From an optimization exercise on the open Yosys and OpenROAD flow, aimed at small area and a short achievable clock period; shortcuts taken in it are not production practice. RTL that was checked went through simulation tests only; none was proved equivalent to the original. The RTL of runs 5 to 7 was laid out without a check of its function.

### flow/standard.sh
#!/bin/bash
# synth_recipe.tcl (not shown) runs the flow's synth.tcl, then flattens the netlist and writes it again
# the make line also repeats each setting of config.mk as NAME=value (left out here)
make -C /OpenROAD-flow-scripts/flow DESIGN_CONFIG=/design/flow/config.mk WORK_HOME=/design/flow/orfs CLKGATE_MAP_FILE= SYNTH_SCRIPT=/design/flow/synth_recipe.tcl "${@:-finish}"
### flow/constraint.sdc
create_clock -name core_clock -period 20.0 [get_ports {clk}]
set_input_delay 4.0000 -clock core_clock [delete_from_list [all_inputs] [get_ports {clk}]]
set_output_delay 4.0000 -clock core_clock [all_outputs]
set_load 0.01 [all_outputs]
### flow/config.mk
export PLATFORM = sky130hd
export DESIGN_NAME = CS
export DESIGN_NICKNAME = CS
export VERILOG_FILES = /design/flow/design.v
export SDC_FILE = /design/flow/constraint.sdc
export NUM_CORES = 4
export LEC_CHECK = 0
export CAP_MARGIN = 20
export CORE_MARGIN = 2
export CORE_UTILIZATION = 40
export SLEW_MARGIN = 20
### flow/flow/abc_fast.script
strash
dc2
&get -n
&dch
&nf
&put
### flow/design.v
`timescale 1ns/10ps
module CS(Y, X, reset, clk);
input clk, reset;
input  [7:0] X;
output [9:0] Y;
reg [11:0] v [0:8];      
reg [11:0] S;            
reg [8:0]  sel;          
reg [80:0] c;            
integer i, j;
wire [7:0]  u8 = v[8][7:0] * 8'd57;
wire [11:0] P  = S - {4'd0, u8};           
wire [11:0] Sn, vx;
wire [8:0]  seln;
wire [8:1]  cn0;
CS_next u_next (
    .X(X), .P(P),
    .v0(v[0]), .v1(v[1]), .v2(v[2]), .v3(v[3]), .v4(v[4]), .v5(v[5]), .v6(v[6]), .v7(v[7]),
    .c(c), .Sn(Sn), .vx(vx), .cn0(cn0), .seln(seln));
always @(posedge clk or posedge reset) begin
    if (reset) begin
        for (i = 0; i < 9; i = i + 1) v[i] <= 12'd0;
        S <= 12'd0;
    end else begin
        v[0] <= vx;
        for (i = 0; i < 8; i = i + 1) v[i+1] <= v[i];
        S <= Sn;
    end
end
always @(posedge clk) begin
    sel <= seln;
    c[8:0] <= {cn0, 1'b0};
    for (i = 1; i < 9; i = i + 1)
        for (j = 0; j < 9; j = j + 1)
            if (j > i) c[i*9+j] <= c[(i-1)*9+j-1];
            else       c[i*9+j] <= 1'b0;
end
reg [11:0] A9;
always @(*) begin
    A9 = 12'd0;
    for (i = 0; i < 9; i = i + 1) A9 = A9 | ({12{sel[i]}} & v[i]);
end
wire [12:0] T = {1'b0, S} + {1'b0, A9};
assign Y = T[12:3];
endmodule
module CS_next(X, P, v0, v1, v2, v3, v4, v5, v6, v7, c, Sn, vx, cn0, seln);
input  [7:0]  X;
input  [11:0] P;
input  [11:0] v0, v1, v2, v3, v4, v5, v6, v7;
input  [80:0] c;
output [11:0] Sn, vx;
output [8:1]  cn0;
output reg [8:0] seln;
wire [11:0] v [0:7];
assign v[0] = v0; assign v[1] = v1; assign v[2] = v2; assign v[3] = v3;
assign v[4] = v4; assign v[5] = v5; assign v[6] = v6; assign v[7] = v7;
assign Sn = P + {4'd0, X};
assign vx = {1'b0, X, 3'b000} + {4'd0, X};    
reg [8:0] Fn;    
reg [8:0] cx;    
integer i, j;
assign cn0 = cx[8:1];
always @(*) begin
    Fn[0] = ({1'b0, X} <= P[11:3]);        
    for (i = 1; i < 9; i = i + 1) Fn[i] = (v[i-1] <= Sn);
    cx[0] = 1'b0;
    for (j = 1; j < 9; j = j + 1) cx[j] = (vx[11:3] > v[j-1][11:3]);
    for (i = 0; i < 9; i = i + 1) begin
        seln[i] = Fn[i];
        for (j = 0; j < 9; j = j + 1)
            if (j < i) begin
                if (j == 0) seln[i] = seln[i] & (~Fn[j] | ~cx[i]);
                else        seln[i] = seln[i] & (~Fn[j] | ~c[(j-1)*9+i-1]);
            end else if (j > i) begin
                if (i == 0) seln[i] = seln[i] & (~Fn[j] | cx[j]);
                else        seln[i] = seln[i] & (~Fn[j] | c[(i-1)*9+j-1]);
            end
    end
end
endmodule
### flow/flow/run.sh
#!/bin/bash
# The standard flow's own layout (standard.sh), with the synthesis of flow/my_synth.tcl: no
# adder-cell extraction before abc; abc maps the logic that completes the next
# window from X (module CS_next) with flow/abc_fast.script and the rest with
# flow/abc.script; then the design is flattened as in the standard flow's synthesis.
set -euo pipefail
here=$(pwd)
export ABC_SCRIPT_FILE=$here/flow/abc.script
export ABC_FAST_SCRIPT_FILE=$here/flow/abc_fast.script
export FAST_MODULES=CS_next
bash standard.sh SYNTH_SCRIPT=$here/flow/my_synth.tcl SYNTH_KEEP_MODULES=CS_next finish > standard.log 2>&1
### flow/flow/abc.script
strash
ifraig
scorr
dc2
dretime
strash
&get -n
&dch -f
&nf {D}
&put
### flow/flow/my_synth.tcl
# The standard flow's synthesis (synth_recipe.tcl) with these changes: no full/half adder cells
# are extracted before abc; abc maps with flow/abc.script; and the modules named
# in FAST_MODULES (kept apart until then by SYNTH_KEEP_MODULES) are mapped by abc
# with flow/abc_fast.script. The design is flattened afterwards as the standard flow's is.
proc synth {args} { yosys synth -nofsm -noshare {*}$args }
proc extract_fa {args} { puts "extract_fa skipped" }
proc abc_with_script {args script} {
  set out {}
  set skip 0
  foreach a $args {
    if {$skip} { set skip 0; continue }
    if {$a eq "-script"} { lappend out -script $script; set skip 1; continue }
    lappend out $a
  }
  return $out
}
proc abc {args} {
  set fast {}
  if {[info exists ::env(FAST_MODULES)]} { set fast $::env(FAST_MODULES) }
  if {$fast ne ""} {
    set fa [abc_with_script $args $::env(ABC_FAST_SCRIPT_FILE)]
    puts "abc (fast): $fa $fast"
    yosys abc {*}$fa {*}$fast
    set na [abc_with_script $args $::env(ABC_SCRIPT_FILE)]
    puts "abc (rest): $na $::env(DESIGN_NAME)"
    yosys abc {*}$na $::env(DESIGN_NAME)
  } else {
    set na [abc_with_script $args $::env(ABC_SCRIPT_FILE)]
    yosys abc {*}$na
  }
}
source $::env(SCRIPTS_DIR)/synth.tcl
# left out here: clear keep_hierarchy, flatten, clean up, hide names made inside functions, write 1_2_yosys.v
==> results.cfg, run 1 <==
[timing]
fin_crit_sh_pct = 43.3
skew_ns = 0.00944
tightestPinTransition_ns = 1.01
tns_ns = 0
max_freq_mhz = 115
hold_viol = 0
maxSlewViolCount = 0
relSlewSlack_pct = 31.6
whs_ns = 0.365
rsz0062_at_grt = false
min_period_ns = 8.66
finalSetupViolCount = 0

[clock_network]
clock-sinks = 157
clockRootBuffer = clkbuf_16
clk_path_buf_depth = 2
post-cts-setup-buffers = 0
ctsResizeCount = 0
htree_num_levels = 4
clkTransAtPathRegs_ns = 0.07
cts_tree = yes
clock_latency_ns = 0.44
hold_buffers = 0
cts_buffers = 17

[finish]
mostFrequentLayoutCell = dfrtp_1
design_area_um2 = 9220
fillers = 1843
fin_cells = 1102
drive_gt1_share_pct = 5.85
layout_common_cells = dfrtp_1, nand2_1, maj3_1, clkinv_1, xnor2_1
syn_to_final_growth_pct = 15.2
diodes = 0
final_nets = 834

[place]
dp_cells = 1070
io_buffers = 19
dpl.hpwl_um = 16600
place_congestion = 0.871
placed_area_um2 = 8620

[routing]
drc_errors = 0
dr_total_vias = 6785
viasPerCell = 6.16
avgRoutedWirePerCell_um = 21.6
wirelength_um = 23800
drt_first_pass_iters = 8
drtIter0Drc = 891
antenna_left = 0

[global_routing]
antenna_found_initial = 0
grt_pass1_vias = 6392
grt_pass1_wl_um = 37400
grt.total_usage_pct = 22.8
gr-total-overflow = 0
grt_max_degree = 70

[yosys]
synth.avg_cell_area_um2 = 10.3
synth_nets = 784
yosysWarningCount = 4
syn_area_um2 = 8000
netlist_instances = 774

[worst_setup_path]
endpoint_kind = flop
worst-setup-path-type = input pin to flop
cp_max_fo = 17
cp-start-kind = input pin
reg2reg_slack_ns = 13.99
cp_data_required_time_ns = 20.36
cp.arrival_ns = 9.02

[die]
row_count = 51
io_pins = 20
dieArea_um2 = 21200
die_h_um = 145
initial_utilization_pct = 41.0
coreArea_um2 = 19500
die_w_um = 145

[min_path]
hold_path_class = flop to flop

[job]
cap_viol_max_count = 0

[outcome]
outcome = complete, no violations
metal layers:
metal / global-route usage [%] / vias up / part of all wire [%]
met5: 0 / - / 0
met4: 8.97 / 0 / 3.0
met3: 5.14 / 60 / 8.6
met2: 33.1 / 343 / 44
met1: 33.2 / 3297 / 45
li1: - / 3085 / -
state kept, by name, summed over array words and instances, names as in the netlist:
register  count
v           108
c            28
S            12
sel           9
worst max-delay path, cell delays in order:
cell,delay [ns]
clkdlybuf4s50_1,0.64
xnor2_1,0.55
o21ai_0,0.25
maj3_1,0.44
maj3_1,0.40
maj3_1,0.42
nand3_1,0.14
nand2_1,0.41
o22ai_1,0.31
nor2_1,0.06
a221oi_1,0.25
a2bb2oi_1,0.35
clkinv_1,0.15
a2111oi_0,0.43
nor3b_1,0.21
layout make-up:
class	instances	area, µm²	share of cell area, %
clock buffer	17	425	4.61
timing repair buffer	34	303	3.28
inverter	45	171	1.86
multi-input combinational	569	4080	44.2
clock inverter	15	171	1.86
sequential	157	3740	40.6
tap	265	332	3.60
through the flow:
step                      util [%]  worst slack (ns)
after global routing          47.2             11.05
after CTS                     47.2             11.45
after detailed placement      44.1             11.00
after global placement        44.1             11.12
after floorplan                  -             12.36
final                         47.2             11.34
final timing paths:
check | start | end | cells past startpoint
setup / recovery | X[4] | sel[0]$_DFF_P_ | 15
hold / removal | c[22]$_DFF_P_ | c[32]$_DFF_P_ | 0
setup reg to reg | v[8][2]$_DFF_PP0_ | sel[1]$_DFF_P_ | 18
hold reg to reg | c[22]$_DFF_P_ | c[32]$_DFF_P_ | 0
max in group asynchronous | reset | v[5][10]$_DFF_PP0_ | 3
min in group asynchronous | reset | v[4][3]$_DFF_PP0_ | 2
==> run 2: changes to the inputs <==
--- a/flow/config.mk
+++ b/flow/config.mk
@@ -8,4 +8,7 @@
 export CAP_MARGIN = 20
 export CORE_MARGIN = 2
 export CORE_UTILIZATION = 40
+export CTS_BUF_LIST = sky130_fd_sc_hd__clkbuf_8
+export CTS_CLUSTER_DIAMETER = 100
+export CTS_CLUSTER_SIZE = 20
 export SLEW_MARGIN = 20
==> results.cfg, run 2 <==
[clock_network]
htree_num_levels = 4
clock_latency_ns = 0.48
cts_buffers = 17
clkTransAtPathRegs_ns = 0.10
clk_path_buf_depth = 2
clock-sinks = 157
clockRootBuffer = clkbuf_8
cts_tree = yes
hold_buffers = 0
post-cts-setup-buffers = 0
ctsResizeCount = 0

[worst_setup_path]
cp-start-kind = input pin
worst-setup-path-type = input pin to flop
r2r_cells = 18
cp_data_required_time_ns = 20.40
reg2reg_slack_ns = 13.97
endpoint_kind = flop
reg2reg_from = v[8][2]$_DFF_PP0_
cp_max_fo = 17
rr_endpoint = sel[1]$_DFF_P_
cp.arrival_ns = 9.01

[die]
initial_utilization_pct = 41.0
io_pins = 20
die_w_um = 145
coreArea_um2 = 19500
die_h_um = 145
row_count = 51
dieArea_um2 = 21200

[global_routing]
grt_pass1_vias = 6355
gr-total-overflow = 0
antenna_found_initial = 0
grt_max_degree = 70
grt.total_usage_pct = 23.0
grt_pass1_wl_um = 37500

[finish]
drive_gt1_share_pct = 5.85
final_nets = 834
reg_top3 = v: 108 flops, c: 28 flops, S: 12 flops
design_area_um2 = 9030
mostFrequentLayoutCell = dfrtp_1
fillers = 1862
largest_reg_flops = 108
layout_common_cells = dfrtp_1, nand2_1, maj3_1, clkinv_1, xnor2_1
top_register = v
syn_to_final_growth_pct = 12.8
diodes = 0

[routing]
dr_total_vias = 6682
viasPerCell = 6.06
drtIter0Drc = 945
wl_met2_um = 10200
top_layer = met4
wl_met1_um = 10800
antenna_left = 0
drt_first_pass_iters = 7
wirelength_um = 23700
avgRoutedWirePerCell_um = 21.5
dr_wl_met3_um = 1920
drc_errors = 0

[yosys]
netlist_instances = 774
yosysWarningCount = 4
synth_nets = 784
synth.avg_cell_area_um2 = 10.3
syn_area_um2 = 8000

[min_path]
holdPathStages = 0
hold_end = c[32]$_DFF_P_
hold_path_class = flop to flop
hold_start = c[22]$_DFF_P_

[timing]
tns_ns = 0
min_period_ns = 8.61
skew_ns = 0.0130
hold_viol = 0
maxSlewViolCount = 0
fin_crit_sh_pct = 43.1
whs_ns = 0.369
max_freq_mhz = 116
tightestPinTransition_ns = 0.982
timing.final.ws_setup_ns = 11.39
finalSetupViolCount = 0
relSlewSlack_pct = 33.9
rsz0062_at_grt = false

[place]
dpl.hpwl_um = 16600
dp_slack_ns = 11.00
placed_area_um2 = 8620
io_buffers = 19
place_congestion = 0.871

[outcome]
outcome = complete, no violations

[job]
cap_viol_max_count = 0
==> run 2: worst max-delay path, cell delays in order <==
cell and delay [ns]:
clkdlybuf4s50_1 0.64, xnor2_1 0.55, o21ai_0 0.25, maj3_1 0.44, maj3_1 0.40, maj3_1 0.43, nand3_1 0.15, nand2_1 0.40
o22ai_1 0.30, nor2_1 0.06, a221oi_1 0.25, a2bb2oi_1 0.36, clkinv_1 0.15, a2111oi_0 0.41, nor3b_1 0.21
==> run 2: routing by layer <==
metal,up-vias,track usage (%)
li1,3078,-
met2,340,33.2
met3,51,4.29
met4,0,9.90
met5,-,0
met1,3213,33.7
==> run 2: final cells by class <==
| cell class | count | area, µm² | share of cell area [%] |
|---|---|---|---|
| Multi-Input combinational cell | 569 | 4080 | 45.1 |
| Sequential cell | 157 | 3740 | 41.5 |
| Tap cell | 265 | 332 | 3.67 |
| Timing Repair Buffer | 34 | 303 | 3.35 |
| Clock buffer | 17 | 234 | 2.59 |
| Clock inverter | 15 | 171 | 1.90 |
| Inverter | 45 | 171 | 1.90 |
==> run 2: how the worst max path moves through the flow <==
stage                                end  slack (ns)  startpoint  cells past startpoint
after floorplan           sel[0]$_DFF_P_       12.36        X[1]                     14
after global placement    sel[0]$_DFF_P_       11.12        X[4]                     15
after detailed placement  sel[0]$_DFF_P_       11.00        X[4]                     15
after CTS                 sel[0]$_DFF_P_       11.49        X[4]                     15
after global routing      sel[0]$_DFF_P_       11.10        X[4]                     15
final                     sel[0]$_DFF_P_       11.39        X[4]                     15
==> run 2: stage by stage <==
| step | std cells | utilization [%] |
|---|---|---|
| floorplan | 774 | - |
| global placement | 1070 | 44.1 |
| detailed placement | 1070 | 44.1 |
| CTS | 1102 | 46.2 |
| global route | 1102 | 46.3 |
| finish | 1102 | 46.3 |
==> run 3: changes to the inputs <==
--- a/flow/config.mk
+++ b/flow/config.mk
@@ -7,8 +7,9 @@
 export LEC_CHECK = 0
 export CAP_MARGIN = 20
 export CORE_MARGIN = 2
-export CORE_UTILIZATION = 40
+export CORE_UTILIZATION = 70
 export CTS_BUF_LIST = sky130_fd_sc_hd__clkbuf_8
 export CTS_CLUSTER_DIAMETER = 100
 export CTS_CLUSTER_SIZE = 20
+export PLACE_DENSITY = 0.8
 export SLEW_MARGIN = 20
==> results.cfg, run 3 <==
[min_path]
holdPathStages = 0
hold_path_class = flop to flop

[timing]
relSlewSlack_pct = 33.9
skew_ns = 0.0182
tightestPinTransition_ns = 0.984
rsz0062_at_grt = false
maxSlewViolCount = 0
hold_viol = 0
finalSetupViolCount = 0
max_freq_mhz = 114
min_period_ns = 8.75
whs_ns = 0.368
fin_crit_sh_pct = 43.8
tns_ns = 0
timing.final.ws_setup_ns = 11.25

[clock_network]
clockRootBuffer = clkbuf_8
clk_path_buf_depth = 2
clkTransAtPathRegs_ns = 0.09
cts_buffers = 17
post-cts-setup-buffers = 0
clock_latency_ns = 0.47
ctsResizeCount = 0
htree_num_levels = 4
clock-sinks = 157
cts_tree = yes
hold_buffers = 0

[worst_setup_path]
cp_max_fo = 16
cp_data_required_time_ns = 20.39
cp_slowest_cell = a21oi_1
r2r_cells = 18
path_cells = clkdlybuf4s50_1 -> xnor2_1 -> o21ai_0 -> a221o_1 -> a22o_1 -> a311oi_1 -> o31ai_1 -> and3_1 -> or2_0 -> a22o_1 -> o221a_1 -> a21oi_1 -> a21boi_0 -> o2111ai_1 -> nor3_1
cpMostUsedCell = a22o_1
cp.arrival_ns = 9.14
cpPeakStageDelay_ns = 0.60
cp-start-kind = input pin
endpoint_kind = flop
worst-setup-path-type = input pin to flop

[global_routing]
gr-total-overflow = 0
grt_pass1_wl_um = 38400
grt_max_degree = 89
grt.total_usage_pct = 40.8
antenna_found_initial = 0
grt_pass1_vias = 6985

[yosys]
syn_area_um2 = 8000
synth.avg_cell_area_um2 = 10.3
yosysWarningCount = 4
synth_nets = 784
netlist_instances = 774

[routing]
drc_errors = 0
wirelength_um = 24100
dr_total_vias = 7092
drtIter0Drc = 1249
avgRoutedWirePerCell_um = 24.7
antenna_left = 0
viasPerCell = 7.27
drt_first_pass_iters = 8

[finish]
mostFrequentLayoutCell = dfrtp_1
top_register = v
syn_to_final_growth_pct = 10.5
diodes = 0
largest_reg_flops = 108
reg_top3 = v: 108 flops, c: 28 flops, S: 12 flops
drive_gt1_share_pct = 5.29
layout_common_cells = dfrtp_1, nand2_1, maj3_1, clkinv_1, xnor2_1
final_nets = 829

[place]
place_congestion = 0.931
dpl.hpwl_um = 16400
dp_slack_ns = 10.95
io_buffers = 19

[die]
coreArea_um2 = 11300
dieArea_um2 = 12300
initial_utilization_pct = 71.0
row_count = 39
die_h_um = 111
die_w_um = 111
io_pins = 20

[job]
cap_viol_max_count = 0

[outcome]
outcome = complete, no violations
run 3: path summary, 6_finish.rpt:
kind	slack [ns]	start	to
min	0.37	c[31]$_DFF_P_	c[41]$_DFF_P_
max in group asynchronous	14.98	reset	v[4][9]$_DFF_PP0_
max reg2reg	13.62	v[8][1]$_DFF_PP0_	sel[8]$_DFF_P_
min reg2reg	0.37	c[31]$_DFF_P_	c[41]$_DFF_P_
max	11.25	X[1]	sel[5]$_DFF_P_
min in group asynchronous	3.88	reset	v[5][1]$_DFF_PP0_
run 3: metrics by stage:
stage / utilization (%) / cell area [µm²] / instances
2_1_floorplan: - / 8000 / 774
3_3_place_gp: 74.8 / 8430 / 943
3_5_place_dp: 74.8 / 8430 / 943
4_1_cts: 78.2 / 8820 / 975
5_1_grt: 78.4 / 8840 / 975
6_report: 78.4 / 8840 / 975
run 3: critical path: cells and delay by family:
family / cells / cell delay (ns)
AO/OA/AOI/OAI: 10 / 3.31
AND/OR/NAND/NOR: 3 / 0.97
buffers and inverters: 1 / 0.56
XOR/XNOR: 1 / 0.29
run 3: layout make-up:
class                      instances  area (µm²)
tap                              143         179
fill                             747        2430
inverter                          45         171
sequential                       157        3740
timing repair buffer              29         269
multi-input combinational        569        4090
clock inverter                    14         144
clock buffer                      18         248
run 3: per-layer routing:
metal  track usage [%]  wire length, µm  part of all wire [%]  vias up
li1                  -                -                     -     3062
met1              56.9             9520                    39     3408
met2              60.4            10800                    45      531
met3              11.0             2960                    12       91
met4              18.7              867                   3.6        0
met5                 0                0                     0        -
==> run 4: changes to the inputs <==
==> flow/flow/run.sh (replaced) <==
#!/bin/bash
# The standard flow's own layout (standard.sh), with the synthesis of flow/my_synth.tcl: no
# adder-cell extraction before abc; abc maps the logic that completes the next
# window from X (module CS_next) with flow/abc_fast.script and the rest with
# flow/abc.script; then the design is flattened as in the standard flow's synthesis.
# Ports are buffered with buf_2 cells instead of the delay buffers buffer_ports picks.
set -euo pipefail
here=$(pwd)
export ABC_SCRIPT_FILE=$here/flow/abc.script
export ABC_FAST_SCRIPT_FILE=$here/flow/abc_fast.script
export FAST_MODULES=CS_next
bash standard.sh SYNTH_SCRIPT=$here/flow/my_synth.tcl SYNTH_KEEP_MODULES=CS_next "BUFFER_PORTS_ARGS=-buffer_cell sky130_fd_sc_hd__buf_2" finish > standard.log 2>&1
--- a/flow/config.mk
+++ b/flow/config.mk
@@ -7,9 +7,8 @@
 export LEC_CHECK = 0
 export CAP_MARGIN = 20
 export CORE_MARGIN = 2
-export CORE_UTILIZATION = 70
+export CORE_UTILIZATION = 40
 export CTS_BUF_LIST = sky130_fd_sc_hd__clkbuf_8
 export CTS_CLUSTER_DIAMETER = 100
 export CTS_CLUSTER_SIZE = 20
-export PLACE_DENSITY = 0.8
 export SLEW_MARGIN = 20
==> results.cfg, run 4 <==
[worst_setup_path]
reg2reg_from = v[8][2]$_DFF_PP0_
cp.arrival_ns = 8.43
cp_data_required_time_ns = 20.39
worst-setup-path-type = input pin to flop
r2r_cells = 18
cp-start-kind = input pin
rr_endpoint = sel[8]$_DFF_P_
reg2reg_slack_ns = 13.80
endpoint_kind = flop
cp_max_fo = 17

[routing]
dr_total_vias = 6750
avgRoutedWirePerCell_um = 21.6
antenna_left = 0
drt_first_pass_iters = 8
wirelength_um = 23900
viasPerCell = 6.11
drc_errors = 0
drtIter0Drc = 895

[finish]
largest_reg_flops = 108
top_register = v
drive_gt1_share_pct = 8.34
diodes = 0
reg_top3 = v: 108 flops, c: 28 flops, S: 12 flops
fin_cells = 1104
postLayoutCoreUtil_pct = 46.0
fillers = 1877
syn_to_final_growth_pct = 12.2
mostFrequentLayoutCell = dfrtp_1
final_nets = 836
layout_common_cells = dfrtp_1, nand2_1, maj3_1, clkinv_1, xnor2_1

[clock_network]
ctsResizeCount = 0
clock-sinks = 157
clk_path_buf_depth = 2
htree_num_levels = 4
post-cts-setup-buffers = 0
cts_tree = yes
hold_buffers = 0
clock_latency_ns = 0.48
clkTransAtPathRegs_ns = 0.09
cts_buffers = 17
clockRootBuffer = clkbuf_8

[global_routing]
gr-total-overflow = 0
grt_pass1_vias = 6387
grt.total_usage_pct = 22.7
grt_max_degree = 65
antenna_found_initial = 0
grt_pass1_wl_um = 37300

[timing]
maxSlewViolCount = 0
finalSetupViolCount = 0
tns_ns = 0
max_freq_mhz = 124
relSlewSlack_pct = 35.4
hold_viol = 0
whs_ns = 0.365
rsz0062_at_grt = false
skew_ns = 0.0122
min_period_ns = 8.04
tightestPinTransition_ns = 0.970
fin_crit_sh_pct = 40.2

[die]
initial_utilization_pct = 41.0
io_pins = 20
die_h_um = 145
coreArea_um2 = 19500
row_count = 51
die_w_um = 145
dieArea_um2 = 21200

[min_path]
hold_path_class = flop to flop
hold_start = c[22]$_DFF_P_
hold_end = c[32]$_DFF_P_
holdPathStages = 0

[yosys]
yosysWarningCount = 4
synth.avg_cell_area_um2 = 10.3
netlist_instances = 774
synth_nets = 784
syn_area_um2 = 8000

[place]
place_congestion = 0.892
io_buffers = 19
dpl.hpwl_um = 16800
dp_cells = 1072

[job]
cap_viol_max_count = 0

[outcome]
outcome = complete, no violations
run 4: critical path: stages:
cell	delay, ns
buf_2	0.18
xnor2_1	0.42
o21ai_0	0.25
maj3_1	0.43
maj3_1	0.41
maj3_1	0.43
nand3_1	0.15
nand2_1	0.37
o22ai_1	0.30
nor2_1	0.08
a221oi_1	0.26
a2bb2oi_1	0.38
clkinv_1	0.13
a2111oi_0	0.41
nor3b_1	0.24
run 4: area by class of cell:
cell class	count	area, µm²	area share [%]
flip-flops and latches	157	3740	41.7
clock buffers	17	234	2.61
repair buffers	36	223	2.48
clock inverters	15	198	2.20
well taps	265	332	3.69
multi-input cells	569	4080	45.4
inverters	45	171	1.91
run 4: how the worst max path moves through the flow:
stage	end	depth (start not counted)	start
global route	sel[1]$_DFF_P_	15	X[1]
CTS	sel[1]$_DFF_P_	15	X[1]
floorplan	sel[0]$_DFF_P_	14	X[1]
finish	sel[0]$_DFF_P_	15	X[4]
detailed placement	sel[1]$_DFF_P_	15	X[1]
global placement	sel[0]$_DFF_P_	15	X[4]
run 4: routing by layer:
layer / GRT usage (%) / wire, µm / up-vias
met3: 6.02 / 2150 / 41
met2: 33.6 / 10600 / 324
met5: 0 / 0 / -
li1: - / - / 3083
met4: 7.45 / 512 / 0
met1: 32.5 / 10600 / 3302
run 4: through the flow:
step | setup slack, ns | area [µm²]
6_report | 11.96 | 8980
5_1_grt | 11.64 | 8980
4_1_cts | 12.04 | 8970
3_5_place_dp | 11.54 | 8540
3_3_place_gp | 11.59 | 8540
2_1_floorplan | 12.36 | 8000
==> run 5: changes to the inputs <==
==> flow/design.v (replaced) <==
`timescale 1ns/10ps
module CS(Y, X, reset, clk);
input clk, reset;
input  [7:0] X;
output [9:0] Y;
reg [11:0] v [0:8];      
reg [11:0] S;            
reg [8:0]  F;            
reg [80:0] c;            
integer i, j;
wire [7:0]  u8 = v[8][7:0] * 8'd57;
wire [11:0] P  = S - {4'd0, u8};           
wire [11:0] Sn, vx;
wire [8:0]  Fn;
wire [8:1]  cn0;
CS_next u_next (
    .X(X), .P(P),
    .v0(v[0]), .v1(v[1]), .v2(v[2]), .v3(v[3]), .v4(v[4]), .v5(v[5]), .v6(v[6]), .v7(v[7]),
    .Sn(Sn), .vx(vx), .cn0(cn0), .Fn(Fn));
always @(posedge clk or posedge reset) begin
    if (reset) begin
        for (i = 0; i < 9; i = i + 1) v[i] <= 12'd0;
        S <= 12'd0;
    end else begin
        v[0] <= vx;
        for (i = 0; i < 8; i = i + 1) v[i+1] <= v[i];
        S <= Sn;
    end
end
always @(posedge clk) begin
    F <= Fn;
    c[8:0] <= {cn0, 1'b0};
    for (i = 1; i < 9; i = i + 1)
        for (j = 0; j < 9; j = j + 1)
            if (j > i) c[i*9+j] <= c[(i-1)*9+j-1];
            else       c[i*9+j] <= 1'b0;
end
CS_out u_out (
    .S(S), .F(F), .c(c),
    .v0(v[0]), .v1(v[1]), .v2(v[2]), .v3(v[3]), .v4(v[4]), .v5(v[5]), .v6(v[6]), .v7(v[7]), .v8(v[8]),
    .Y(Y));
endmodule
module CS_next(X, P, v0, v1, v2, v3, v4, v5, v6, v7, Sn, vx, cn0, Fn);
input  [7:0]  X;
input  [11:0] P;
input  [11:0] v0, v1, v2, v3, v4, v5, v6, v7;
output [11:0] Sn, vx;
output [8:1]  cn0;
output [8:0]  Fn;
assign Sn = P + {4'd0, X};
assign vx = {1'b0, X, 3'b000} + {4'd0, X};    
assign Fn[0] = ({1'b0, X} <= P[11:3]);        
assign Fn[1] = (v0 <= Sn);
assign Fn[2] = (v1 <= Sn);
assign Fn[3] = (v2 <= Sn);
assign Fn[4] = (v3 <= Sn);
assign Fn[5] = (v4 <= Sn);
assign Fn[6] = (v5 <= Sn);
assign Fn[7] = (v6 <= Sn);
assign Fn[8] = (v7 <= Sn);
assign cn0[1] = (vx[11:3] > v0[11:3]);
assign cn0[2] = (vx[11:3] > v1[11:3]);
assign cn0[3] = (vx[11:3] > v2[11:3]);
assign cn0[4] = (vx[11:3] > v3[11:3]);
assign cn0[5] = (vx[11:3] > v4[11:3]);
assign cn0[6] = (vx[11:3] > v5[11:3]);
assign cn0[7] = (vx[11:3] > v6[11:3]);
assign cn0[8] = (vx[11:3] > v7[11:3]);
endmodule
module CS_out(S, F, c, v0, v1, v2, v3, v4, v5, v6, v7, v8, Y);
input  [11:0] S;
input  [8:0]  F;
input  [80:0] c;
input  [11:0] v0, v1, v2, v3, v4, v5, v6, v7, v8;
output [9:0]  Y;
wire [11:0] v [0:8];
assign v[0] = v0; assign v[1] = v1; assign v[2] = v2; assign v[3] = v3; assign v[4] = v4;
assign v[5] = v5; assign v[6] = v6; assign v[7] = v7; assign v[8] = v8;
reg [8:0]  sel;
reg [11:0] A9;
integer i, j;
always @(*) begin
    for (i = 0; i < 9; i = i + 1) begin
        sel[i] = F[i];
        for (j = 0; j < 9; j = j + 1)
            if (j < i)      sel[i] = sel[i] & (~F[j] | ~c[j*9+i]);
            else if (j > i) sel[i] = sel[i] & (~F[j] | c[i*9+j]);
    end
    A9 = 12'd0;
    for (i = 0; i < 9; i = i + 1) A9 = A9 | ({12{sel[i]}} & v[i]);
end
wire [12:0] T = {1'b0, S} + {1'b0, A9};
assign Y = T[12:3];
endmodule
==> flow/flow/run.sh (replaced) <==
#!/bin/bash
# The standard flow's own layout (standard.sh), with the synthesis of flow/my_synth.tcl: no
# adder-cell extraction before abc; abc maps the logic between X and the next
# window (module CS_next) and between the registers and Y (module CS_out) with
# flow/abc_fast.script and the rest with flow/abc.script; then the design is
# flattened as in the standard flow's synthesis.
# Ports are buffered with buf_2 cells instead of the delay buffers buffer_ports picks.
set -euo pipefail
here=$(pwd)
export ABC_SCRIPT_FILE=$here/flow/abc.script
export ABC_FAST_SCRIPT_FILE=$here/flow/abc_fast.script
export FAST_MODULES="CS_next CS_out"
bash standard.sh SYNTH_SCRIPT=$here/flow/my_synth.tcl "SYNTH_KEEP_MODULES=CS_next CS_out" \
  "BUFFER_PORTS_ARGS=-buffer_cell sky130_fd_sc_hd__buf_2" finish > standard.log 2>&1
==> results.cfg, run 5 <==
[finish]
diodes = 0
layout_common_cells = dfrtp_1, maj3_1, nand2_1, clkinv_1, xnor2_1
syn_to_final_growth_pct = 11.7
top_register = v
drive_gt1_share_pct = 8.29
final_nets = 829
largest_reg_flops = 108
reg_top3 = v: 108 flops, c: 36 flops, S: 12 flops
mostFrequentLayoutCell = dfrtp_1
design_area_um2 = 9040

[worst_setup_path]
endpoint_kind = output pin
path_cells = clkinv_1 -> a2111oi_0 -> and3_1 -> a222oi_1 -> a31oi_1 -> o221a_1 -> o21ai_0 -> a21boi_0 -> o311ai_0 -> a211oi_1 -> o21bai_1 -> a211o_1 -> and2_0 -> buf_2
reg2reg_slack_ns = 14.60
crit_family = compound AO/OA/AOI/OAI gates
cpPeakStageDelay_ns = 0.56
r2r_cells = 14
reg2reg_from = v[8][0]$_DFF_PP0_
cp.arrival_ns = 4.56
cp_num_buf_inv = 2
cp_slowest_cell = and3_1
cp_data_required_time_ns = 16.00
cp-start-kind = flop
cp_max_fo = 12
rr_endpoint = F[2]$_DFF_P_
worst-setup-path-type = flop to output pin

[timing]
timing.final.ws_setup_ns = 11.44
min_period_ns = 8.56
hold_viol = 0
fin_crit_sh_pct = 42.8
relSlewSlack_pct = 32.7
rsz0062_at_grt = false
skew_ns = 0.0106
maxSlewViolCount = 0
tightestPinTransition_ns = 1.01
max_freq_mhz = 117
finalSetupViolCount = 0
tns_ns = 0
whs_ns = 0.370

[routing]
viasPerCell = 5.82
antenna_left = 0
dr_total_vias = 6419
drc_errors = 0
avgRoutedWirePerCell_um = 19.1
drtIter0Drc = 723
wirelength_um = 21100
drt_first_pass_iters = 6

[die]
die_w_um = 146
io_pins = 20
initial_utilization_pct = 40.4
die_h_um = 146
coreArea_um2 = 20000
row_count = 52
dieArea_um2 = 21400

[global_routing]
grt_max_degree = 75
gr-total-overflow = 0
antenna_found_initial = 1
grt_pass1_wl_um = 34400
grt_pass1_vias = 6240
grt.total_usage_pct = 20.5

[yosys]
yosysWarningCount = 4
netlist_instances = 767
synth.avg_cell_area_um2 = 10.6
syn_area_um2 = 8100
synth_nets = 777

[clock_network]
clk_path_buf_depth = 2
htree_num_levels = 4
cts_tree = yes
clockRootBuffer = clkbuf_8
ctsResizeCount = 0
clock-sinks = 165
hold_buffers = 0
clock_latency_ns = 0.46
clkTransAtPathRegs_ns = 0.09
post-cts-setup-buffers = 0
cts_buffers = 17

[place]
dp_slack_ns = 12.01
dpl.hpwl_um = 15500
placed_area_um2 = 8640
place_congestion = 0.869
io_buffers = 19

[min_path]
hold_end = c[42]$_DFF_P_
hold_start = c[32]$_DFF_P_
holdPathStages = 0
hold_path_class = flop to flop

[outcome]
outcome = complete, no violations

[job]
cap_viol_max_count = 0
[run 5: changes by cell type in the layout (fill, tap and decap cells not counted), sizes merged, moves of 6 or more]
cell / previous run / this run
a21oi: 37 / 20
a221o: 8 / 2
a222oi: 31 / 37
a22o: 22 / 15
and2: 20 / 29
clkinv: 48 / 54
dfxtp: 37 / 45
maj3: 62 / 79
o21a: 8 / 0
o21ai: 30 / 22
o22ai: 38 / 32
or3: 8 / 0
xnor2: 43 / 49
[run 5: worst max-delay path by stage]
stage / startpoint / to / slack [ns] / depth (start not counted)
2_1_floorplan: F[3]$_DFF_P_ / Y[9] / 12.43 / 13
3_3_place_gp: F[2]$_DFF_P_ / Y[7] / 12.08 / 14
3_5_place_dp: F[2]$_DFF_P_ / Y[7] / 12.01 / 14
4_1_cts: F[2]$_DFF_P_ / Y[7] / 11.48 / 14
5_1_grt: F[2]$_DFF_P_ / Y[9] / 11.03 / 14
6_report: F[2]$_DFF_P_ / Y[7] / 11.44 / 14
[run 5: routing by layer]
metal	global-route usage (%)	part of all wire (%)	up-vias
li1	-	-	3000
met1	31.9	49	3151
met2	29.0	42	248
met3	4.19	7.3	20
met4	5.29	1.1	0
met5	0	0	-
[run 5: layout make-up]
type / count / area (µm²)
multi-input cells: 548 / 3980
flip-flops and latches: 165 / 3900
repair buffers: 36 / 223
well taps: 270 / 338
inverters: 51 / 194
fillers: 1953 / 11000
clock inverters: 15 / 169
clock buffers: 17 / 234
[run 5: through the flow]
stage	cells	util, %
2_1_floorplan	767	-
5_1_grt	1102	45.1
6_report	1102	45.1
3_3_place_gp	1070	43.1
3_5_place_dp	1070	43.1
4_1_cts	1102	45.1
==> run 6: changes to the inputs <==
--- a/flow/design.v
+++ b/flow/design.v
@@ -4,11 +4,12 @@
 input  [7:0] X;
 output [9:0] Y;
 reg [11:0] v [0:8];      
+reg [8:0]  vld;          
 reg [11:0] S;            
 reg [8:0]  F;            
 reg [80:0] c;            
 integer i, j;
-wire [7:0]  u8 = v[8][7:0] * 8'd57;
+wire [7:0]  u8 = (v[8][7:0] * 8'd57) & {8{vld[8]}};
 wire [11:0] P  = S - {4'd0, u8};           
 wire [11:0] Sn, vx;
 wire [8:0]  Fn;
@@ -19,16 +20,17 @@
     .Sn(Sn), .vx(vx), .cn0(cn0), .Fn(Fn));
 always @(posedge clk or posedge reset) begin
     if (reset) begin
-        for (i = 0; i < 9; i = i + 1) v[i] <= 12'd0;
-        S <= 12'd0;
+        vld <= 9'd0;
+        S   <= 12'd0;
     end else begin
-        v[0] <= vx;
-        for (i = 0; i < 8; i = i + 1) v[i+1] <= v[i];
-        S <= Sn;
+        vld <= {vld[7:0], 1'b1};
+        S   <= Sn;
     end
 end
 always @(posedge clk) begin
-    F <= Fn;
+    v[0] <= vx;
+    for (i = 0; i < 8; i = i + 1) v[i+1] <= v[i];
+    F <= Fn & {vld[7:0], 1'b1} & {9{~reset}};
     c[8:0] <= {cn0, 1'b0};
     for (i = 1; i < 9; i = i + 1)
         for (j = 0; j < 9; j = j + 1)
==> flow/flow/abc_fast.script (replaced) <==
strash
dc2
&get -n
&dch
&nf
&put
topo
buffer -p
upsize -D 1800
dnsize -D 1800
==> results.cfg, run 6 <==
[outcome]
outcome = complete, no violations

[worst_setup_path]
cp-start-kind = flop
cp_data_required_time_ns = 16.00
crit_family = compound AO/OA/AOI/OAI gates
endpoint_kind = output pin
rr_endpoint = F[1]$_DFF_P_
r2r_cells = 15
cp_max_fo = 12
reg2reg_slack_ns = 15.17
cp_slowest_cell = and3_1
cp.arrival_ns = 4.11
cpPeakStageDelay_ns = 0.56
reg2reg_from = v[8][0]$_DFF_P_
worst-setup-path-type = flop to output pin
cp_num_buf_inv = 1
path_cells = a21boi_0 -> o211a_1 -> and3_1 -> a222oi_1 -> a31oi_1 -> o221a_2 -> o21ai_2 -> a21boi_2 -> o311ai_2 -> a211oi_2 -> o21bai_2 -> a211o_1 -> and2_1 -> buf_2

[clock_network]
htree_num_levels = 4
hold_buffers = 0
clock-sinks = 174
cts_tree = yes
clkTransAtPathRegs_ns = 0.09
cts_buffers = 17
clk_path_buf_depth = 2
clock_latency_ns = 0.47
clockRootBuffer = clkbuf_8
post-cts-setup-buffers = 0
ctsResizeCount = 0

[die]
coreArea_um2 = 20200
io_pins = 20
row_count = 52
die_w_um = 147
die_h_um = 147
initial_utilization_pct = 40.7
dieArea_um2 = 21700

[finish]
reg_top3 = v: 108 flops, c: 36 flops, S: 12 flops
mostFrequentLayoutCell = dfxtp_1
final_nets = 850
multi_input_area_um2 = 4240
design_area_um2 = 8940
diodes = 0
top_register = v
drive_gt1_share_pct = 15.8
regArea_um2 = 3590
fin_cells = 1123
layout_common_cells = dfxtp_1, nand2_1, inv_1, maj3_1
largest_reg_flops = 108
syn_to_final_growth_pct = 9.03
fillers = 1930

[yosys]
syn_area_um2 = 8200
yosysWarningCount = 4
netlist_instances = 823
synth.avg_cell_area_um2 = 9.97
synth_nets = 833

[timing]
hold_viol = 0
min_period_ns = 8.11
tightestPinTransition_ns = 0.998
skew_ns = 0.0122
max_freq_mhz = 123
maxSlewViolCount = 0
relSlewSlack_pct = 33.0
timing.final.ws_setup_ns = 11.89
finalSetupViolCount = 0
fin_crit_sh_pct = 40.5
whs_ns = 0.374
tns_ns = 0
rsz0062_at_grt = false

[global_routing]
grt.total_usage_pct = 20.6
gr-total-overflow = 0
antenna_found_initial = 0
grt_pass1_wl_um = 34400
grt_max_degree = 30
grt_pass1_vias = 6066

[routing]
antenna_left = 0
dr_total_vias = 6464
wirelength_um = 21800
drt_first_pass_iters = 6
viasPerCell = 5.76
drtIter0Drc = 678
avgRoutedWirePerCell_um = 19.4
drc_errors = 0

[job]
cap_viol_max_count = 0

[place]
io_buffers = 19
dp_slack_ns = 12.46
place_congestion = 0.875
dpl.hpwl_um = 16500
placed_area_um2 = 8540
dp_cells = 1090

[min_path]
hold_end = vld[7]$_DFF_PP0_
hold_path_class = flop to flop
holdPathStages = 0
hold_start = vld[6]$_DFF_PP0_
[run 6: worst reg2reg max path, stage by stage, from the launching register on]
cell and delay (ns):
dfxtp_1 0.59, nand3b_1 0.18, maj3_1 0.42, maj3_1 0.41
xor2_1 0.18, and2_1 0.18, a211oi_1 0.29, o21ai_0 0.20
a31oi_1 0.34, xor2_1 0.78, and2_1 0.23, o221ai_1 0.15
o2bb2ai_1 0.16, a31oi_1 0.27, o22ai_1 0.13, and3_1 0.21
[run 6: per-layer routing]
metal | vias to the layer above | wire (µm) | GRT usage, %
li1 | 3090 | - | -
met1 | 3096 | 10800 | 31.0
met2 | 244 | 9090 | 29.1
met3 | 34 | 1570 | 4.44
met4 | 0 | 333 | 6.68
met5 | - | 0 | 0
[run 6: cell type report]
type | instances | area share, %
Clock inverter | 12 | 1.23
Sequential cell | 174 | 40.1
Tap cell | 270 | 3.78
Inverter | 52 | 2.18
Clock buffer | 20 | 3.08
Multi-Input combinational cell | 564 | 47.4
Timing Repair Buffer | 31 | 2.15
[run 6: through the flow]
step | util (%)
final | 44.3
after global routing | 44.3
after floorplan | -
after detailed placement | 42.4
after global placement | 42.4
after CTS | 44.3
[run 6: worst max-delay path by stage]
stage | from | endpoint | slack, ns | cells past startpoint
after floorplan | F[2]$_DFF_P_ | Y[9] | 13.06 | 14
after global placement | F[4]$_DFF_P_ | Y[7] | 12.50 | 14
after detailed placement | F[4]$_DFF_P_ | Y[7] | 12.46 | 14
after CTS | F[4]$_DFF_P_ | Y[7] | 11.91 | 14
after global routing | F[2]$_DFF_P_ | Y[4] | 11.63 | 14
final | F[5]$_DFF_P_ | Y[7] | 11.89 | 14
==> run 7: changes to the inputs <==
--- a/flow/flow/run.sh
+++ b/flow/flow/run.sh
@@ -5,10 +5,12 @@
 # flow/abc_fast.script and the rest with flow/abc.script; then the design is
 # flattened as in the standard flow's synthesis.
 # Ports are buffered with buf_2 cells instead of the delay buffers buffer_ports picks.
+# The resizer's timing repair aims for 12.3 ns of setup slack (a 7.7 ns period).
 set -euo pipefail
 here=$(pwd)
 export ABC_SCRIPT_FILE=$here/flow/abc.script
 export ABC_FAST_SCRIPT_FILE=$here/flow/abc_fast.script
 export FAST_MODULES="CS_next CS_out"
 bash standard.sh SYNTH_SCRIPT=$here/flow/my_synth.tcl "SYNTH_KEEP_MODULES=CS_next CS_out" \
-  "BUFFER_PORTS_ARGS=-buffer_cell sky130_fd_sc_hd__buf_2" finish > standard.log 2>&1
+  "BUFFER_PORTS_ARGS=-buffer_cell sky130_fd_sc_hd__buf_2" \
+  SETUP_SLACK_MARGIN=12.3 finish > standard.log 2>&1
==> results.cfg, run 7 <==
[worst_setup_path]
cp.arrival_ns = 3.74
r2r_cells = 15
cp_data_required_time_ns = 16.00
cp-start-kind = flop
rr_endpoint = F[1]$_DFF_P_
reg2reg_slack_ns = 15.19
cp_max_fo = 12
startpoint = F[5]$_DFF_P_
cpPeakStageDelay_ns = 0.39
endpoint_kind = output pin
reg2reg_from = v[8][0]$_DFF_P_
endpoint = Y[7]
path_cells = a21boi_0 -> o211a_1 -> and3_4 -> a222oi_1 -> a31oi_1 -> o221a_2 -> o21ai_2 -> a21boi_2 -> o311ai_4 -> a211oi_2 -> o21bai_2 -> a211o_1 -> and2_1 -> buf_2
worst-setup-path-type = flop to output pin
cp_slowest_cell = dfxtp_4

[timing]
hold_viol = 0
maxSlewViolCount = 0
rsz0062_at_grt = true
tns_ns = 0
relSlewSlack_pct = 32.6
finalSetupViolCount = 0
fin_crit_sh_pct = 38.7
tightestPinTransition_ns = 1.00
max_freq_mhz = 129
skew_ns = 0.0123
timing.final.ws_setup_ns = 12.26
min_period_ns = 7.74

[yosys]
synth_nets = 833
synth.avg_cell_area_um2 = 9.97
netlist_instances = 823
syn_area_um2 = 8200
yosysWarningCount = 4

[clock_network]
htree_num_levels = 4
clockRootBuffer = clkbuf_8
clk_path_buf_depth = 2
cts_buffers = 17
clock_latency_ns = 0.47
clock-sinks = 174
clkTransAtPathRegs_ns = 0.09
cts_tree = yes

[global_routing]
gr-total-overflow = 0
grt_pass1_vias = 6145
grt_pass1_wl_um = 35000
antenna_found_initial = 0
grt.total_usage_pct = 21.0
grt_max_degree = 30

[place]
dpl.hpwl_um = 16500
io_buffers = 19
dp_slack_ns = 12.46
place_congestion = 0.875
placed_area_um2 = 8540

[finish]
largest_reg_flops = 108
layout_common_cells = dfxtp_1, nand2_1, inv_1, maj3_1
diodes = 0
mostFrequentLayoutCell = dfxtp_1
syn_to_final_growth_pct = 11.6
design_area_um2 = 9160
top_register = v
drive_gt1_share_pct = 19.6
final_nets = 863
reg_top3 = v: 108 flops, c: 36 flops, S: 12 flops
fillers = 1919

[routing]
drtIter0Drc = 708
antenna_left = 0
drc_errors = 0
wirelength_um = 22300
drt_first_pass_iters = 9
avgRoutedWirePerCell_um = 19.6
viasPerCell = 5.77
dr_total_vias = 6553

[die]
io_pins = 20
die_w_um = 147
row_count = 52
dieArea_um2 = 21700
coreArea_um2 = 20200
initial_utilization_pct = 40.7
die_h_um = 147

[outcome]
outcome = complete, no violations

[job]
cap_viol_max_count = 0

[min_path]
hold_path_class = flop to flop
==> run 7: cell types whose count changed in the layout (fill, tap and decap cells not counted), moves of 2 or more <==
cell,previous run,this run
dfxtp_2,0,4
buf_6,0,3
and3_1,12,9
o21ai_0,21,19
nor2_2,0,2
dfxtp_4,0,5
nor2_1,26,23
o21ai_1,4,6
buf_4,11,22
dfxtp_1,153,144
and3_4,0,2
==> run 7: cell type report <==
| type | instances | area, µm² | share of cell area [%] |
|---|---|---|---|
| multi-input cells | 564 | 4320 | 47.2 |
| flip-flops and latches | 174 | 3610 | 39.5 |
| well taps | 270 | 338 | 3.69 |
| repair buffers | 44 | 304 | 3.32 |
| clock buffers | 20 | 275 | 3.01 |
| inverters | 52 | 195 | 2.13 |
| clock inverters | 12 | 110 | 1.20 |
==> run 7: timing repair <==
item / 4_1_cts / 5_1_grt
hold endpoints to repair: 0 / 0
gates resized for setup: 26 / 13
buffers inserted: 9 / 4
pin swaps: 11 / 13
setup endpoints to repair: 7 / 7
hold buffers: 0 / 0
==> run 7: metrics by stage <==
| step | std cells | util [%] | hold slack (ns) |
|---|---|---|---|
| 6_report | 1136 | 45.4 | 0.373 |
| 4_1_cts | 1131 | 44.9 | 0.376 |
| 5_1_grt | 1136 | 45.4 | 0.377 |
| 3_3_place_gp | 1090 | 42.4 | 0.350 |
| 3_5_place_dp | 1090 | 42.4 | 0.355 |
| 2_1_floorplan | 823 | - | 0.326 |
==> run 7: critical path, delay by kind of cell (launching register included) <==
family / cells / cell delay (ns)
buf+inv: 1 / 0.13
compound gates: 11 / 2.31
simple gates: 2 / 0.45
flops: 1 / 0.39
==> run 7: worst min path at each step <==
stage | cells past startpoint | start | end
floorplan | 0 | c[32]$_DFF_P_ | c[42]$_DFF_P_
global placement | 0 | vld[1]$_DFF_PP0_ | vld[2]$_DFF_PP0_
detailed placement | 0 | vld[6]$_DFF_PP0_ | vld[7]$_DFF_PP0_
CTS | 0 | v[7][0]$_DFF_P_ | v[8][0]$_DFF_P_
global route | 0 | v[7][0]$_DFF_P_ | v[8][0]$_DFF_P_
finish | 0 | v[7][0]$_DFF_P_ | v[8][0]$_DFF_P_
==> run 7: layer usage <==
| layer | vias to the layer above | global-route usage [%] | part of all wire [%] |
|---|---|---|---|
| met4 | 0 | 6.73 | 1.5 |
| met5 | - | 0 | 0 |
| met3 | 29 | 4.47 | 7.9 |
| met2 | 267 | 30.3 | 43 |
| li1 | 3115 | - | - |
| met1 | 3142 | 31.3 | 48 |
==> run 8: changes to the inputs <==
==> flow/design.v (replaced) <==
`timescale 1ns/10ps
module CS(Y, X, reset, clk);
input clk, reset;
input  [7:0] X;
output [9:0] Y;
reg [11:0] v [0:8];      
reg [8:0]  vld;          
reg [11:0] S;            
reg [8:0]  sel;          
reg [80:0] c;            
integer i, j;
wire [7:0]  u8 = (v[8][7:0] * 8'd57) & {8{vld[8]}};
wire [11:0] P  = S - {4'd0, u8};           
wire [11:0] Sn, vx;
wire [8:0]  seln;
wire [8:1]  cn0;
CS_next u_next (
    .X(X), .P(P),
    .v0(v[0]), .v1(v[1]), .v2(v[2]), .v3(v[3]), .v4(v[4]), .v5(v[5]), .v6(v[6]), .v7(v[7]),
    .vld({vld[7:0], ~reset}), .c(c), .Sn(Sn), .vx(vx), .cn0(cn0), .seln(seln));
always @(posedge clk or posedge reset) begin
    if (reset) begin
        vld <= 9'd0;
        S   <= 12'd0;
    end else begin
        vld <= {vld[7:0], 1'b1};
        S   <= Sn;
    end
end
always @(posedge clk) begin
    v[0] <= vx;
    for (i = 0; i < 8; i = i + 1) v[i+1] <= v[i];
    sel <= seln;
    c[8:0] <= {cn0, 1'b0};
    for (i = 1; i < 9; i = i + 1)
        for (j = 0; j < 9; j = j + 1)
            if (j > i) c[i*9+j] <= c[(i-1)*9+j-1];
            else       c[i*9+j] <= 1'b0;
end
CS_out u_out (
    .S(S), .sel(sel),
    .v0(v[0]), .v1(v[1]), .v2(v[2]), .v3(v[3]), .v4(v[4]), .v5(v[5]), .v6(v[6]), .v7(v[7]), .v8(v[8]),
    .Y(Y));
endmodule
module CS_next(X, P, v0, v1, v2, v3, v4, v5, v6, v7, vld, c, Sn, vx, cn0, seln);
input  [7:0]  X;
input  [11:0] P;
input  [11:0] v0, v1, v2, v3, v4, v5, v6, v7;
input  [8:0]  vld;       
input  [80:0] c;
output [11:0] Sn, vx;
output [8:1]  cn0;
output reg [8:0] seln;
wire [11:0] v [0:7];
assign v[0] = v0; assign v[1] = v1; assign v[2] = v2; assign v[3] = v3;
assign v[4] = v4; assign v[5] = v5; assign v[6] = v6; assign v[7] = v7;
assign Sn = P + {4'd0, X};
assign vx = {1'b0, X, 3'b000} + {4'd0, X};    
reg [8:0] Fn;    
reg [8:0] cx;    
integer i, j;
assign cn0 = cx[8:1];
always @(*) begin
    Fn[0] = ({1'b0, X} <= P[11:3]) & vld[0];    
    for (i = 1; i < 9; i = i + 1) Fn[i] = (v[i-1] <= Sn) & vld[i];
    cx[0] = 1'b0;
    for (j = 1; j < 9; j = j + 1) cx[j] = (vx[11:3] > v[j-1][11:3]);
    for (i = 0; i < 9; i = i + 1) begin
        seln[i] = Fn[i];
        for (j = 0; j < 9; j = j + 1)
            if (j < i) begin
                if (j == 0) seln[i] = seln[i] & (~Fn[j] | ~cx[i]);
                else        seln[i] = seln[i] & (~Fn[j] | ~c[(j-1)*9+i-1]);
            end else if (j > i) begin
                if (i == 0) seln[i] = seln[i] & (~Fn[j] | cx[j]);
                else        seln[i] = seln[i] & (~Fn[j] | c[(i-1)*9+j-1]);
            end
    end
end
endmodule
module CS_out(S, sel, v0, v1, v2, v3, v4, v5, v6, v7, v8, Y);
input  [11:0] S;
input  [8:0]  sel;
input  [11:0] v0, v1, v2, v3, v4, v5, v6, v7, v8;
output [9:0]  Y;
wire [11:0] A9 = ({12{sel[0]}} & v0) | ({12{sel[1]}} & v1) | ({12{sel[2]}} & v2)
               | ({12{sel[3]}} & v3) | ({12{sel[4]}} & v4) | ({12{sel[5]}} & v5)
               | ({12{sel[6]}} & v6) | ({12{sel[7]}} & v7) | ({12{sel[8]}} & v8);
wire [12:0] T = {1'b0, S} + {1'b0, A9};
assign Y = T[12:3];
endmodule
==> flow/flow/run.sh (replaced) <==
#!/bin/bash
# The standard flow's own layout (standard.sh), with the synthesis of flow/my_synth.tcl: no
# adder-cell extraction before abc; abc maps the logic between X and the next
# window (module CS_next) and between the registers and Y (module CS_out) with
# flow/abc_fast.script and the rest with flow/abc.script; then the design is
# flattened as in the standard flow's synthesis.
# Ports are buffered with buf_2 cells instead of the delay buffers buffer_ports picks.
set -euo pipefail
here=$(pwd)
export ABC_SCRIPT_FILE=$here/flow/abc.script
export ABC_FAST_SCRIPT_FILE=$here/flow/abc_fast.script
export FAST_MODULES="CS_next CS_out"
bash standard.sh SYNTH_SCRIPT=$here/flow/my_synth.tcl "SYNTH_KEEP_MODULES=CS_next CS_out" \
  "BUFFER_PORTS_ARGS=-buffer_cell sky130_fd_sc_hd__buf_2" finish > standard.log 2>&1
==> results.cfg, run 8 <==
[worst_setup_path]
worst-setup-path-type = flop to output pin
endpoint_kind = output pin
cp-start-kind = flop
cp_max_fo = 12
cp.arrival_ns = 4.00
cp_data_required_time_ns = 16.00

[global_routing]
grt_pass1_wl_um = 37500
grt_max_degree = 23
gr-total-overflow = 0
grt_pass1_vias = 6617
antenna_found_initial = 0
grt.total_usage_pct = 22.7

[routing]
viasPerCell = 6.11
avgRoutedWirePerCell_um = 21.3
drt_first_pass_iters = 8
drc_errors = 0
dr_total_vias = 6823
wirelength_um = 23800
antenna_left = 0
drtIter0Drc = 977

[yosys]
yosysWarningCount = 4
synth_nets = 837
synth.avg_cell_area_um2 = 9.75
netlist_instances = 827
syn_area_um2 = 8070

[finish]
design_area_um2 = 8770
final_nets = 849
drive_gt1_share_pct = 10.3
reg_top3 = v: 108 flops, c: 28 flops, S: 12 flops
syn_to_final_growth_pct = 8.70
largest_reg_flops = 108
fin_cells = 1117
diodes = 0
mostFrequentLayoutCell = dfxtp_1
postLayoutCoreUtil_pct = 44.6
layout_common_cells = dfxtp_1, maj3_1, nand2_1, inv_1, xnor2_1
top_register = v

[timing]
tightestPinTransition_ns = 1.21
max_freq_mhz = 125
relSlewSlack_pct = 19.1
tns_ns = 0
maxSlewViolCount = 0
fin_crit_sh_pct = 40.0
finalSetupViolCount = 0
min_period_ns = 8.00
rsz0062_at_grt = false
hold_viol = 0
skew_ns = 0.0178
timing.final.ws_setup_ns = 12.00

[die]
die_h_um = 146
die_w_um = 146
coreArea_um2 = 19700
io_pins = 20
row_count = 51
dieArea_um2 = 21300
initial_utilization_pct = 41.0

[clock_network]
cts_tree = yes
ctsResizeCount = 0
clk_path_buf_depth = 2
clkTransAtPathRegs_ns = 0.09
clock_latency_ns = 0.48
hold_buffers = 0
htree_num_levels = 4
cts_buffers = 17
clock-sinks = 166
post-cts-setup-buffers = 0
clockRootBuffer = clkbuf_8

[place]
io_buffers = 19
dp_cells = 1085
placed_area_um2 = 8350
dp_slack_ns = 11.76
dpl.hpwl_um = 17100
place_congestion = 0.914

[job]
cap_viol_max_count = 0

[min_path]
hold_path_class = flop to flop

[outcome]
outcome = complete, no violations
## run 8: per-layer routing
| layer | part of all wire, % | up-vias | track usage [%] | routed length (µm) |
|---|---|---|---|---|
| met5 | 0 | - | 0 | 0 |
| met4 | 3.4 | 0 | 10.2 | 804 |
| met3 | 9.3 | 63 | 4.80 | 2210 |
| met2 | 43 | 342 | 33.8 | 10300 |
| met1 | 44 | 3253 | 31.5 | 10400 |
| li1 | - | 3165 | - | - |
## run 8: final cells by class
type / instances / area, µm²
Tap cell: 265 / 332
Timing Repair Buffer: 25 / 140
Multi-Input combinational cell: 577 / 4260
Clock inverter: 15 / 175
Inverter: 52 / 195
Clock buffer: 17 / 234
Sequential cell: 166 / 3430
Fill cell: 1935 / 10900
## run 8: worst paths after layout
path,to,slack (ns),cells past startpoint,start
max,Y[9],12.00,11,sel[3]$_DFF_P_
min,c[24]$_DFF_P_,0.36,0,c[14]$_DFF_P_
max reg2reg,sel[3]$_DFF_P_,14.09,17,vld[8]$_DFF_PP0_
min reg2reg,c[24]$_DFF_P_,0.36,0,c[14]$_DFF_P_
max in group asynchronous,S[8]$_DFF_PP0_,16.19,3,reset
min in group asynchronous,S[3]$_DFF_PP0_,3.56,3,reset
## run 8: per-stage QoR
stage	hold slack, ns
floorplan	0.331
global route	0.363
detailed placement	0.341
finish	0.357
CTS	0.359
global placement	0.337
## run 8: critical path, cell delays in order (launching register included)
cell,delay (ns)
dfxtp_1,0.82
a222oi_1,0.32
a31oi_1,0.24
o221ai_1,0.17
a21oi_1,0.33
o21a_1,0.26
o21bai_1,0.13
a211oi_2,0.36
o21ai_1,0.15
a2111o_1,0.39
a31oi_1,0.19
buf_2,0.16
==> run 9: changes to the inputs <==
--- a/flow/flow/run.sh
+++ b/flow/flow/run.sh
@@ -5,10 +5,12 @@
 # flow/abc_fast.script and the rest with flow/abc.script; then the design is
 # flattened as in the standard flow's synthesis.
 # Ports are buffered with buf_2 cells instead of the delay buffers buffer_ports picks.
+# The resizer's timing repair aims for 12.3 ns of setup slack (a 7.699999999999999 ns period).
 set -euo pipefail
 here=$(pwd)
 export ABC_SCRIPT_FILE=$here/flow/abc.script
 export ABC_FAST_SCRIPT_FILE=$here/flow/abc_fast.script
 export FAST_MODULES="CS_next CS_out"
 bash standard.sh SYNTH_SCRIPT=$here/flow/my_synth.tcl "SYNTH_KEEP_MODULES=CS_next CS_out" \
-  "BUFFER_PORTS_ARGS=-buffer_cell sky130_fd_sc_hd__buf_2" finish > standard.log 2>&1
+  "BUFFER_PORTS_ARGS=-buffer_cell sky130_fd_sc_hd__buf_2" \
+  SETUP_SLACK_MARGIN=12.3 finish > standard.log 2>&1
==> results.cfg, run 9 <==
[routing]
drtIter0Drc = 1062
drc_errors = 0
drt_first_pass_iters = 8
antenna_left = 0
dr_total_vias = 6901
viasPerCell = 6.13
wirelength_um = 23900
avgRoutedWirePerCell_um = 21.3

[min_path]
hold_path_class = flop to flop
holdPathStages = 0
hold_start = c[14]$_DFF_P_
hold_end = c[24]$_DFF_P_

[global_routing]
grt_pass1_vias = 6609
grt.total_usage_pct = 22.7
antenna_found_initial = 0
gr-total-overflow = 0
grt_max_degree = 23
grt_pass1_wl_um = 37500

[die]
die_w_um = 146
row_count = 51
dieArea_um2 = 21300
io_pins = 20
die_h_um = 146
coreArea_um2 = 19700
initial_utilization_pct = 41.0

[timing]
timing.final.ws_setup_ns = 12.45
tns_ns = 0
hold_viol = 0
relSlewSlack_pct = 21.4
fin_crit_sh_pct = 37.7
skew_ns = 0.0172
maxSlewViolCount = 0
tightestPinTransition_ns = 1.18
max_freq_mhz = 133
finalSetupViolCount = 0
rsz0062_at_grt = false
min_period_ns = 7.55

[place]
io_buffers = 19
dpl.hpwl_um = 17100
placed_area_um2 = 8350
dp_slack_ns = 11.76
place_congestion = 0.914

[clock_network]
clock-sinks = 166
cts_tree = yes
clockRootBuffer = clkbuf_8
clkTransAtPathRegs_ns = 0.10
clock_latency_ns = 0.48
cts_buffers = 17
clk_path_buf_depth = 2
hold_buffers = 0
htree_num_levels = 4

[worst_setup_path]
worst-setup-path-type = flop to output pin
cp-start-kind = flop
cp.arrival_ns = 3.55
cp_max_fo = 12
rr_endpoint = sel[0]$_DFF_P_
endpoint_kind = output pin
cp_data_required_time_ns = 16.00
r2r_cells = 18
reg2reg_from = vld[8]$_DFF_PP0_
reg2reg_slack_ns = 14.40

[finish]
diodes = 0
design_area_um2 = 8920
largest_reg_flops = 108
layout_common_cells = dfxtp_1, maj3_1, nand2_1, inv_1, xnor2_1
drive_gt1_share_pct = 13.6
final_nets = 858
reg_top3 = v: 108 flops, c: 28 flops, S: 12 flops
mostFrequentLayoutCell = dfxtp_1
top_register = v
syn_to_final_growth_pct = 10.6

[yosys]
netlist_instances = 827
synth.avg_cell_area_um2 = 9.75
synth_nets = 837
yosysWarningCount = 4
syn_area_um2 = 8070

[job]
cap_viol_max_count = 0

[outcome]
outcome = complete, no violations
[run 9: repair_timing]
action / CTS / global route
setup buffers: 0 / 9
pin swaps: 0 / 3
setup endpoints to repair: 4 / 11
resized for setup: 9 / 16
[run 9: through the flow]
| stage | hold slack (ns) | util [%] | std cells |
|---|---|---|---|
| 4_1_cts | 0.359 | 44.7 | 1117 |
| 3_3_place_gp | 0.337 | 42.5 | 1085 |
| 6_report | 0.357 | 45.4 | 1126 |
| 2_1_floorplan | 0.331 | - | 827 |
| 3_5_place_dp | 0.341 | 42.5 | 1085 |
| 5_1_grt | 0.363 | 45.4 | 1126 |
[run 9: worst max-delay path, cell delays in order (launching register included)]
cell,delay [ns]
dfxtp_2,0.45
a222oi_1,0.48
nand3_1,0.20
xnor2_1,0.20
a21oi_2,0.20
o21a_2,0.20
o21bai_1,0.11
a211oi_2,0.34
o21ai_1,0.15
a2111o_1,0.39
a31oi_1,0.19
buf_2,0.16
[run 9: final cells by class]
| class | count | area [µm²] |
|---|---|---|
| clock buffers | 17 | 234 |
| clock inverters | 15 | 175 |
| fillers | 1927 | 10700 |
| inverters | 52 | 199 |
| multi-input cells | 577 | 4340 |
| flip-flops and latches | 166 | 3440 |
| well taps | 265 | 332 |
| repair buffers | 34 | 208 |
[run 9: worst max-delay path by stage]
| stage | startpoint | endpoint | slack (ns) | depth (start not counted) |
|---|---|---|---|---|
| 2_1_floorplan | X[4] | sel[0]$_DFF_P_ | 12.85 | 15 |
| 3_3_place_gp | X[1] | sel[3]$_DFF_P_ | 11.84 | 14 |
| 3_5_place_dp | X[1] | sel[3]$_DFF_P_ | 11.76 | 14 |
| 4_1_cts | sel[0]$_DFF_P_ | Y[9] | 12.27 | 11 |
| 5_1_grt | X[1] | sel[1]$_DFF_P_ | 12.29 | 14 |
| 6_report | sel[0]$_DFF_P_ | Y[9] | 12.45 | 11 |
[run 9: metal layers]
layer,up-vias,track usage (%),wire length (µm)
li1,3184,-,-
met1,3318,31.5,10500
met2,342,33.9,10500
met3,57,4.76,2140
met4,0,10.0,793
met5,-,0,0

==> separate check: timing with driven ports <==
How much do the figures lean on ideal ports? The routed layouts below were timed once more, with nothing changed but the port constraints.
Step 1, drivers: a clkbuf_16 drives clk and a buf_2 each remaining input, both assumed.
Step 2 also shifts input and output timing later by t, the mid clock arrival at the registers, as if the neighbouring blocks saw the same clock.
a / b / c = ideal ports / drivers / drivers and shift; a / b = the first two.
run | t, ns | setup WS [ns] | cell pins on the clock port's net
run 1 | 0.474 | 11.337 / 11.350 / 10.877 | 1
run 2 | 0.512 | 11.390 / 11.401 / 10.889 | 1
run 3 | 0.503 | 11.250 / 11.262 / 10.759 | 1
run 4 | 0.517 | 11.959 / 11.982 / 11.465 | 1
run 5 | 0.493 | 11.439 / 11.404 / 11.898 | 1
run 6 | 0.510 | 11.894 / 11.852 / 12.363 | 1
run 7 | 0.509 | 12.256 / 12.213 / 12.465 | 1
run 8 | 0.512 | 12.000 / 11.961 / 11.664 | 1
run 9 | 0.508 | 12.453 / 12.414 / 12.041 | 1
After both steps setup and hold are still met in every run listed. The setup slack of run 2, which loses most, moves by +0.011 ns with the drivers and by -0.501 ns with both steps.
